From an optimization exercise on the open Yosys and OpenROAD flow, aimed at small area and a short achievable clock period; shortcuts taken in it are not production practice.
The RTL was checked by simulation tests, not by an equivalence proof against the original design.
No activity file was given, so power comes from the tool's default toggle rates.

## flow/design.v

```verilog
module Median_Filter#
  (parameter row = 554, col = 430)
  (input            clk,
  input signed[31:0]pixel,
  input       [7:0] data_in_0, data_in_1, data_in_2,
  input       [7:0] data_in_3, data_in_4, data_in_5,
  input       [7:0] data_in_6, data_in_7, data_in_8,
  output            done,
  output reg  [7:0]data_filtered);
  function gt8;
    input [7:0] a, b;
    integer i;
    begin
      gt8 = 1'b0;
      for (i = 0; i < 8; i = i + 1)
        gt8 = (a[i] & ~b[i]) | ((a[i] | ~b[i]) & gt8);
    end
  endfunction
  wire [17:0] p  = pixel[17:0];
  wire [16:0] q  = pixel[17:1];
  wire        p0 = pixel[0];
  wire p_lt_n;
  assign p_lt_n = (~p[17] | (~p[16] | (~p[15] | (~p[14] & (~p[13] | (~p[12] & (~p[11] & (~p[10] & (~p[9] | (~p[8] & (~p[7] | (~p[6] & (~p[5] & (~p[4] & (~p[3] | ~p[2])))))))))))))));
  wire p_lt_r;
  assign p_lt_r = (~p[17] & (~p[16] & (~p[15] & (~p[14] & (~p[13] & (~p[12] & (~p[11] & (~p[10] & (~p[9] | (~p[8] & (~p[7] & (~p[6] & (~p[5] | (~p[4] & (~p[3] | (~p[2] & ~p[1]))))))))))))))));
  wire p_lt_last;
  assign p_lt_last = (~p[17] | (~p[16] | (~p[15] | (~p[14] & (~p[13] | (~p[12] & (~p[11] & (~p[10] & (~p[9] & (~p[8] & (~p[7] & (~p[6] | (~p[5] | (~p[4] & (~p[3] & (~p[2] & ~p[1]))))))))))))))));
  wire hi_zero = ~|pixel[31:18];
  wire in_img  = hi_zero & p_lt_n;
  assign done  = ~pixel[31] & ~in_img;
  wire col_edge = in_img & (p_lt_r | ~p_lt_last);
  wire [14:0] nq = ~q[14:0];
  wire rw1 = ~p0;
  wire rw2 = q[14] ^ nq[12];
  wire rw3 = q[14] & nq[12];
  wire rw4 = q[15] ^ nq[13];
  wire rw5 = q[15] & nq[13];
  wire rw6 = q[16] ^ nq[14];
  wire rw7 = q[9] ^ nq[7];
  wire rw8 = q[9] & nq[7];
  wire rw9 = q[10] ^ nq[8];
  wire rw10 = q[10] & nq[8];
  wire rw11 = q[11] ^ nq[9] ^ q[5];
  wire rw12 = (q[11] & nq[9]) | (q[11] & q[5]) | (nq[9] & q[5]);
  wire rw13 = nq[2] ^ q[0];
  wire rw14 = nq[2] & q[0];
  wire rw15 = q[12] ^ nq[10] ^ q[6];
  wire rw16 = (q[12] & nq[10]) | (q[12] & q[6]) | (nq[10] & q[6]);
  wire rw17 = nq[3] ^ q[1];
  wire rw18 = nq[3] & q[1];
  wire rw19 = q[13] ^ nq[11] ^ q[7];
  wire rw20 = (q[13] & nq[11]) | (q[13] & q[7]) | (nq[11] & q[7]);
  wire rw21 = nq[4] ^ q[2];
  wire rw22 = nq[4] & q[2];
  wire rw23 = rw2 ^ q[8] ^ nq[5];
  wire rw24 = (rw2 & q[8]) | (rw2 & nq[5]) | (q[8] & nq[5]);
  wire rw25 = q[3] ^ q[0] ^ p0;
  wire rw26 = (q[3] & q[0]) | (q[3] & p0) | (q[0] & p0);
  wire rw27 = rw3 ^ rw4 ^ q[9];
  wire rw28 = (rw3 & rw4) | (rw3 & q[9]) | (rw4 & q[9]);
  wire rw29 = nq[6] ^ q[4] ^ q[1];
  wire rw30 = (nq[6] & q[4]) | (nq[6] & q[1]) | (q[4] & q[1]);
  wire rw31 = rw5 ^ rw6 ^ q[10];
  wire rw32 = nq[7] ^ q[5] ^ q[2];
  wire rw33 = q[6] ^ nq[4];
  wire rw34 = q[6] & nq[4];
  wire rw35 = q[7] ^ nq[5];
  wire rw36 = q[7] & nq[5];
  wire rw37 = q[8] ^ nq[6];
  wire rw38 = q[8] & nq[6];
  wire rw39 = rw7 ^ q[3] ^ nq[0];
  wire rw40 = (rw7 & q[3]) | (rw7 & nq[0]) | (q[3] & nq[0]);
  wire rw41 = rw8 ^ rw9 ^ q[4];
  wire rw42 = (rw8 & rw9) | (rw8 & q[4]) | (rw9 & q[4]);
  wire rw43 = rw10 ^ rw11 ^ rw13;
  wire rw44 = (rw10 & rw11) | (rw10 & rw13) | (rw11 & rw13);
  wire rw45 = rw12 ^ rw14 ^ rw15;
  wire rw46 = (rw12 & rw14) | (rw12 & rw15) | (rw14 & rw15);
  wire rw47 = rw16 ^ rw18 ^ rw19;
  wire rw48 = (rw16 & rw18) | (rw16 & rw19) | (rw18 & rw19);
  wire rw49 = rw20 ^ rw22 ^ rw23;
  wire rw50 = (rw20 & rw22) | (rw20 & rw23) | (rw22 & rw23);
  wire rw51 = rw24 ^ rw26 ^ rw27;
  wire rw52 = (rw24 & rw26) | (rw24 & rw27) | (rw26 & rw27);
  wire rw53 = rw28 ^ rw30 ^ rw31;
  wire rw54 = q[2] ^ nq[0];
  wire rw55 = q[2] & nq[0];
  wire rw56 = q[3] ^ nq[1];
  wire rw57 = q[3] & nq[1];
  wire rw58 = q[4] ^ nq[2];
  wire rw59 = q[4] & nq[2];
  wire rw60 = q[5] ^ nq[3];
  wire rw61 = q[5] & nq[3];
  wire rw62 = rw33 ^ q[0] ^ p0;
  wire rw63 = (rw33 & q[0]) | (rw33 & p0) | (q[0] & p0);
  wire rw64 = rw34 ^ rw35 ^ q[1];
  wire rw65 = (rw34 & rw35) | (rw34 & q[1]) | (rw35 & q[1]);
  wire rw66 = rw36 ^ rw37 ^ q[2];
  wire rw67 = (rw36 & rw37) | (rw36 & q[2]) | (rw37 & q[2]);
  wire rw68 = rw38 ^ rw39 ^ rw1;
  wire rw69 = (rw38 & rw39) | (rw38 & rw1) | (rw39 & rw1);
  wire rw70 = rw40 ^ rw41 ^ nq[1];
  wire rw71 = (rw40 & rw41) | (rw40 & nq[1]) | (rw41 & nq[1]);
  wire rw72 = rw42 ^ rw43 ^ p0;
  wire rw73 = (rw42 & rw43) | (rw42 & p0) | (rw43 & p0);
  wire rw74 = rw44 ^ rw45 ^ rw17;
  wire rw75 = (rw44 & rw45) | (rw44 & rw17) | (rw45 & rw17);
  wire rw76 = rw46 ^ rw47 ^ rw21;
  wire rw77 = (rw46 & rw47) | (rw46 & rw21) | (rw47 & rw21);
  wire rw78 = rw48 ^ rw49 ^ rw25;
  wire rw79 = (rw48 & rw49) | (rw48 & rw25) | (rw49 & rw25);
  wire rw80 = rw50 ^ rw51 ^ rw29;
  wire rw81 = (rw50 & rw51) | (rw50 & rw29) | (rw51 & rw29);
  wire rw82 = rw52 ^ rw53 ^ rw32;
  wire rw83 = q[0] & p0;
  wire rw84 = q[1] & rw83;
  wire rw85 = (rw54 & rw1) | (rw54 & rw84) | (rw1 & rw84);
  wire rw86 = (rw55 & rw56) | (rw55 & rw85) | (rw56 & rw85);
  wire rw87 = (rw57 & rw58) | (rw57 & rw86) | (rw58 & rw86);
  wire rw88 = (rw59 & rw60) | (rw59 & rw87) | (rw60 & rw87);
  wire rw89 = rw61 ^ rw62 ^ rw88;
  wire rw90 = (rw61 & rw62) | (rw61 & rw88) | (rw62 & rw88);
  wire rw91 = rw63 ^ rw64 ^ rw90;
  wire rw92 = (rw63 & rw64) | (rw63 & rw90) | (rw64 & rw90);
  wire rw93 = rw65 ^ rw66 ^ rw92;
  wire rw94 = (rw65 & rw66) | (rw65 & rw92) | (rw66 & rw92);
  wire rw95 = rw67 ^ rw68 ^ rw94;
  wire rw96 = (rw67 & rw68) | (rw67 & rw94) | (rw68 & rw94);
  wire rw97 = rw69 ^ rw70 ^ rw96;
  wire rw98 = (rw69 & rw70) | (rw69 & rw96) | (rw70 & rw96);
  wire rw99 = rw71 ^ rw72 ^ rw98;
  wire rw100 = (rw71 & rw72) | (rw71 & rw98) | (rw72 & rw98);
  wire rw101 = rw73 ^ rw74 ^ rw100;
  wire rw102 = (rw73 & rw74) | (rw73 & rw100) | (rw74 & rw100);
  wire rw103 = rw75 ^ rw76 ^ rw102;
  wire rw104 = (rw75 & rw76) | (rw75 & rw102) | (rw76 & rw102);
  wire rw105 = rw77 ^ rw78 ^ rw104;
  wire rw106 = (rw77 & rw78) | (rw77 & rw104) | (rw78 & rw104);
  wire rw107 = rw79 ^ rw80 ^ rw106;
  wire rw108 = (rw79 & rw80) | (rw79 & rw106) | (rw80 & rw106);
  wire rw109 = rw81 ^ rw82 ^ rw108;
  wire rw110 = ~(rw95 | rw97 | rw99 | rw101 | rw103 | rw105 | rw107 | rw109);
  wire rw111 = rw110 & ~(rw89 & rw91 & rw93);
  wire row_mult_ok = rw111;
  wire row_edge = in_img & row_mult_ok;
  wire [7:0] m0n, m1n, m2n, res;
  mf_med3n u_m0 (.a(data_in_0), .b(data_in_1), .c(data_in_2), .force_b(col_edge), .yn(m0n));
  mf_med3n u_m1 (.a(data_in_3), .b(data_in_4), .c(data_in_5), .force_b(col_edge), .yn(m1n));
  mf_med3n u_m2 (.a(data_in_6), .b(data_in_7), .c(data_in_8), .force_b(col_edge), .yn(m2n));
  mf_med3n u_mf (.a(m0n), .b(m1n), .c(m2n), .force_b(row_edge), .yn(res));
  always @(posedge clk)
    data_filtered <= res;
endmodule
module mf_med3n
  (input  [7:0] a, b, c,
   input        force_b,
   output [7:0] yn);
  function gt8;
    input [7:0] a, b;
    integer i;
    begin
      gt8 = 1'b0;
      for (i = 0; i < 8; i = i + 1)
        gt8 = (a[i] & ~b[i]) | ((a[i] | ~b[i]) & gt8);
    end
  endfunction
  wire gab = gt8(a, b);
  wire gbc = gt8(b, c);
  wire gac = gt8(a, c);
  wire sb = ~(gab ^ gbc) | force_b;
  wire sa = ~sb & (gab ^ gac);
  wire sc = ~sb & ~(gab ^ gac);
  genvar i;
  generate
    for (i = 0; i < 8; i = i + 1) begin : g_sel
      mf_aoi222 u_sel (.a1(sa), .a2(a[i]), .b1(sb), .b2(b[i]), .c1(sc), .c2(c[i]), .y(yn[i]));
    end
  endgenerate
endmodule
module mf_aoi222
  (input a1, a2, b1, b2, c1, c2,
   output y);
  assign y = ~((a1 & a2) | (b1 & b2) | (c1 & c2));
endmodule
```

## flow/flow/run.sh

```bash
#!/bin/bash
# Own layout flow: the standard ORFS flow with these changes:
#  2. ports are buffered with sky130_fd_sc_hd__buf_1.
# Each tool's output goes to a log file in the work folder.
set -euo pipefail
W=$(pwd)
export MF_FLOW="$W/flow"
export BUFFER_PORTS_ARGS="-buffer_cell sky130_fd_sc_hd__buf_1"
make -C "$FLOW_HOME" DESIGN_CONFIG="$W/config.mk" WORK_HOME="$W/orfs" CLKGATE_MAP_FILE= \
  SYNTH_SCRIPT="$W/flow/synth.tcl" synth > "$W/synth.log" 2>&1
bash "$W/standard.sh" > "$W/layout.log" 2>&1
test -f "$W/out/final.def"
```

## flow/flow/area.abc

```
strash
dc2
dch -f
map -a
strash
dch -f
map -a
topo
```

## flow/flow/cells_map.v

```verilog
// Hand mapping of the design's leaf modules onto library cells.
module mf_aoi222 (input a1, a2, b1, b2, c1, c2, output y);
  sky130_fd_sc_hd__a222oi_1 _TECHMAP_REPLACE_ (.A1(a1), .A2(a2), .B1(b1), .B2(b2), .C1(c1), .C2(c2), .Y(y));
endmodule
```

## flow/flow/synth.tcl

```tcl
proc synth {args} { yosys synth -nofsm -noshare {*}$args }
# As synth_recipe.tcl, except:
#  - after the first hierarchy pass, the design's leaf modules listed in
#    flow/cells_map.v are mapped onto the library cells given there;
#  - the logic cone of the output `done` is mapped with ORFS's speed script,
#    the rest with the area-oriented script flow/area.abc.
set ::mf_mapped 0
proc hierarchy {args} {
  yosys hierarchy {*}$args
  if { !$::mf_mapped } {
    set ::mf_mapped 1
    yosys techmap -map $::env(MF_FLOW)/cells_map.v
    yosys hierarchy {*}$args
  }
}
proc abc {args} {
  set i [lsearch -exact $args -script]
  set speed [lreplace $args [expr {$i + 1}] [expr {$i + 1}] $::env(SCRIPTS_DIR)/abc_speed.script]
  set area [lreplace $args [expr {$i + 1}] [expr {$i + 1}] $::env(MF_FLOW)/area.abc]
  yosys select -set mf_done_cone w:done %ci*
  yosys abc {*}$speed @mf_done_cone
  yosys abc {*}$area
}
source $::env(SCRIPTS_DIR)/synth.tcl
# left out here: clear keep_hierarchy, flatten, clean up, hide names made inside functions, write 1_2_yosys.v
```

## flow/standard.sh

```bash
#!/bin/bash
# synth_recipe.tcl (not shown) runs the flow's synth.tcl, then flattens the netlist and writes it again
# the make line also repeats each setting of config.mk as NAME=value (left out here)
make -C /OpenROAD-flow-scripts/flow DESIGN_CONFIG=/design/flow/config.mk WORK_HOME=/design/flow/orfs CLKGATE_MAP_FILE= SYNTH_SCRIPT=/design/flow/synth_recipe.tcl "${@:-finish}"
```

## flow/config.mk

```make
export PLATFORM = sky130hd
export DESIGN_NAME = Median_Filter
export DESIGN_NICKNAME = Median_Filter
export VERILOG_FILES = /design/flow/design.v
export SDC_FILE = /design/flow/constraint.sdc
export NUM_CORES = 4
export LEC_CHECK = 0
export CAP_MARGIN = 20
export CORE_MARGIN = 2
export CORE_UTILIZATION = 40
export SLEW_MARGIN = 20
```

## flow/constraint.sdc

```tcl
create_clock -name core_clock -period 32.0 [get_ports {clk}]
set_input_delay 6.4000 -clock core_clock [delete_from_list [all_inputs] [get_ports {clk}]]
set_output_delay 6.4000 -clock core_clock [all_outputs]
set_load 0.01 [all_outputs]
```

==> results.txt <==
run status no timing/DRC/antenna violations; Relative slew margins 0.396; number of cells produced by synthesis 411; mapped cell area 3070 sq um; footprint of the multi-input gates 2490 sq um; routed wire length per instance 14.2 um; number of buffers added by the clock tree synthesis step 3; drc violations 0; layout filler cell count 751; critical path startpoint category primary input; number of register bits inferred by synthesis 8; wire length of the first global-routing pass 14800 um; Final Routed Wirelength 8880 um; setup repair after global routing missed its margin false; via count 3591; # setup viols final 0; setup TNS 0 ns; final max-slew violation count 0; TritonCTS clock tree built; Post-CTS Setup Inserts 0; switching power 86.6 uW; Congestion Overflow GR 0; required time of the worst setup path 25.60 ns; vias in the first global route 3262; worst hold path startpoint data_in_8[1]; fraction of registers with async set/reset 0; average instance area after synthesis 7.46 sq um; routed vias/inst 5.74; CTS Buffer Depth 2; largest net degree at the start of global routing 11; Most used DFF post-synth sky130_fd_sc_hd__dfxtp_1; sequential area share after synthesis 0.0522; DIE HEIGHT 91.6 um; area taken by flip-flops and latches 160 sq um; power share of the clock group 0.071; final layout net count 682; Leak 0.00124 uW; detailed router's first-iteration violation count 346; Synthesis Warnings 2; number of antenna cells inserted 0; unique cell type count in the Yosys netlist 39; pwr/cell area 45.6 nW/um^2; dominant cells by area after synthesis sky130_fd_sc_hd__fa_1 22%, sky130_fd_sc_hd__clkinv_1 13%, sky130_fd_sc_hd__a222oi_1 10%; endpoint class of the critical path primary output; port buffer count 113; number of flip-flops in the largest register 8; Switching Share 0.519; fraction of layout cells with a size suffix above 1 0.0228; final count of hold timing violations 0; minimum clock period 13.87 ns; H-tree level count 1; CTS-repair resized insts 0; First-pass DRT Iterations 8; CORE AREA 7330 sq um; overall track demand over capacity in global routing 0.207; slew at the pin closest to its max-slew limit 0.906 ns; type of the most critical hold path primary input to flop; count of flip-flops with a built-in enable after synthesis 0; count of pins on the block boundary 114; Initial Utilization 0.418; share of the clock period used by the worst path 0.433; hold path depth 3; number of antenna violations at the first check in global routing 0; clock transition at the registers of the reported paths 0.04 ns; Reg with most FFs data_filtered; maximum frequency from static timing analysis 72.1 MHz; Net Count, Synth 564; hold_buf cts 0; top cell type's share of synthesized area 0.222; MaxCap Viol Count 0; register share of total power 0.108; die outline width 91.6 um; clock net sink count 8; total die area 8380 sq um; layout-stage area growth over the synthesis result 19.2%; most instantiated library cell after synthesis sky130_fd_sc_hd__clkinv_1; Detail Placement HPWL 7750 um; power share of the combinational group 0.821; leading cell types by count after synthesis 104 x sky130_fd_sc_hd__clkinv_1, 34 x sky130_fd_sc_hd__fa_1, 32 x sky130_fd_sc_hd__a222oi_1; classification of the worst setup path primary input to primary output; worst ir drop on vdd 0.0000245 V; Root Buffer Master sky130_fd_sc_hd__clkbuf_8; DRT antenna net count 0; Largest regs data_filtered (8); arrival time at the worst endpoint 7.47 ns; final RePlAce weighted congestion 0.948; area leader, netlist sky130_fd_sc_hd__fa_1; Row Count 31; largest fanout on the critical path 6; total power of the final layout 167 uW; internal power summed over all cells 80.3 uW; worst min-delay path endpoint data_filtered[1]
## cells in the final DEF (no fill, tap or decap), drive strengths merged, types with 2 or more instances in the layout
cell type,n
ha,14
clkbuf,3
nor2,23
inv,6
o211ai,4
a21oi,24
nor4,6
a221o,2
dfxtp,8
o22a,2
clkinv,104
o22ai,23
a22oi,19
a221oi,12
a31oi,3
xor2,7
buf,113
nor3,2
nand2,26
nand3,3
fa,34
a211oi,3
xnor2,8
o221ai,8
o21ai,23
a222oi,32
## kinds of logic (layout without fill, tap and decap cells)
kind of cell,count (synthesis),in the layout,synth area share
xor+xnor,15,15,0.0428
flops,8,8,0.0522
buf+inv,110,226,0.135
fa+ha+maj,49,49,0.282
simple gates,66,66,0.0943
compound gates,163,163,0.394
## metrics by stage
step	setup WS [ns]	util	area, sq um	instances	hold WS, ns
final	18.13	0.499	3660	626	6.71
after global routing	18.01	0.499	3660	626	6.79
after CTS	18.13	0.499	3660	626	6.70
after detailed placement	18.13	0.493	3610	623	6.79
after global placement	18.15	0.493	3610	623	6.79
after floorplan	18.49	-	3070	411	6.70
## worst max-delay path by stage
stage / cells after the start / startpoint / slack, ns / to
after floorplan: 4 / pixel[6] / 18.49 / done
after global placement: 6 / pixel[8] / 18.15 / done
after detailed placement: 6 / pixel[8] / 18.13 / done
after CTS: 6 / pixel[8] / 18.13 / done
after global routing: 6 / pixel[8] / 18.01 / done
final: 6 / pixel[8] / 18.13 / done
## worst max-delay path, stage by stage
cell                      delay, ns
sky130_fd_sc_hd__buf_1         0.16
sky130_fd_sc_hd__nor4_1        0.29
sky130_fd_sc_hd__a21oi_1       0.13
sky130_fd_sc_hd__o41ai_2       0.25
sky130_fd_sc_hd__a21oi_1       0.10
sky130_fd_sc_hd__buf_1         0.14
## area by class of cell
| cell class | instances | area share |
|---|---|---|
| Sequential cell | 8 | 0.0438 |
| Inverter | 110 | 0.113 |
| Multi-Input combinational cell | 293 | 0.682 |
| Clock buffer | 3 | 0.0113 |
| Tap cell | 99 | 0.0339 |
| Timing Repair Buffer | 113 | 0.116 |
## metal layers
metal,share of wire,global-route usage
met4,0.014,0.0518
met2,0.45,0.332
met5,0,0
met1,0.46,0.300
met3,0.072,0.0149
## power groups by stage
| stage | combinational [uW] | sequential (uW) | clock (uW) |
|---|---|---|---|
| floorplan | 97.0 | 20.8 | 0 |
| global placement | 134 | 18.1 | 0 |
| detailed placement | 136 | 18.2 | 0 |
| CTS | 137 | 18.1 | 12.2 |
| global route | 156 | 18.5 | 12.7 |
| finish | 137 | 18.0 | 11.9 |

re-timing with driven ports:
The results above use ideal ports. As a check the final layout listed here was re-extracted and re-timed, cells and wires unchanged. Step 1 sets driving cells, clkbuf_16 on the clock port and buf_2 on the other inputs (assumed; they add their load-dependent delay and slew). Step 2 moves the port delays by t, midway between the first and last clock arrival at a register: inputs arrive t later, outputs are due t later. That takes back most of the time a late clock gives input paths. a / b / c = no drivers / after step 1 / after step 2; a / b = the first two.
t, ns: 0.249
setup slack, ns: 18.134 / 18.115 / 18.115
hold WS [ns]: 6.706 / 6.705 / 6.799
After both steps this run still meets setup and hold. The setup slack of this run moves by -0.019 ns with the drivers and by -0.019 ns with both steps.
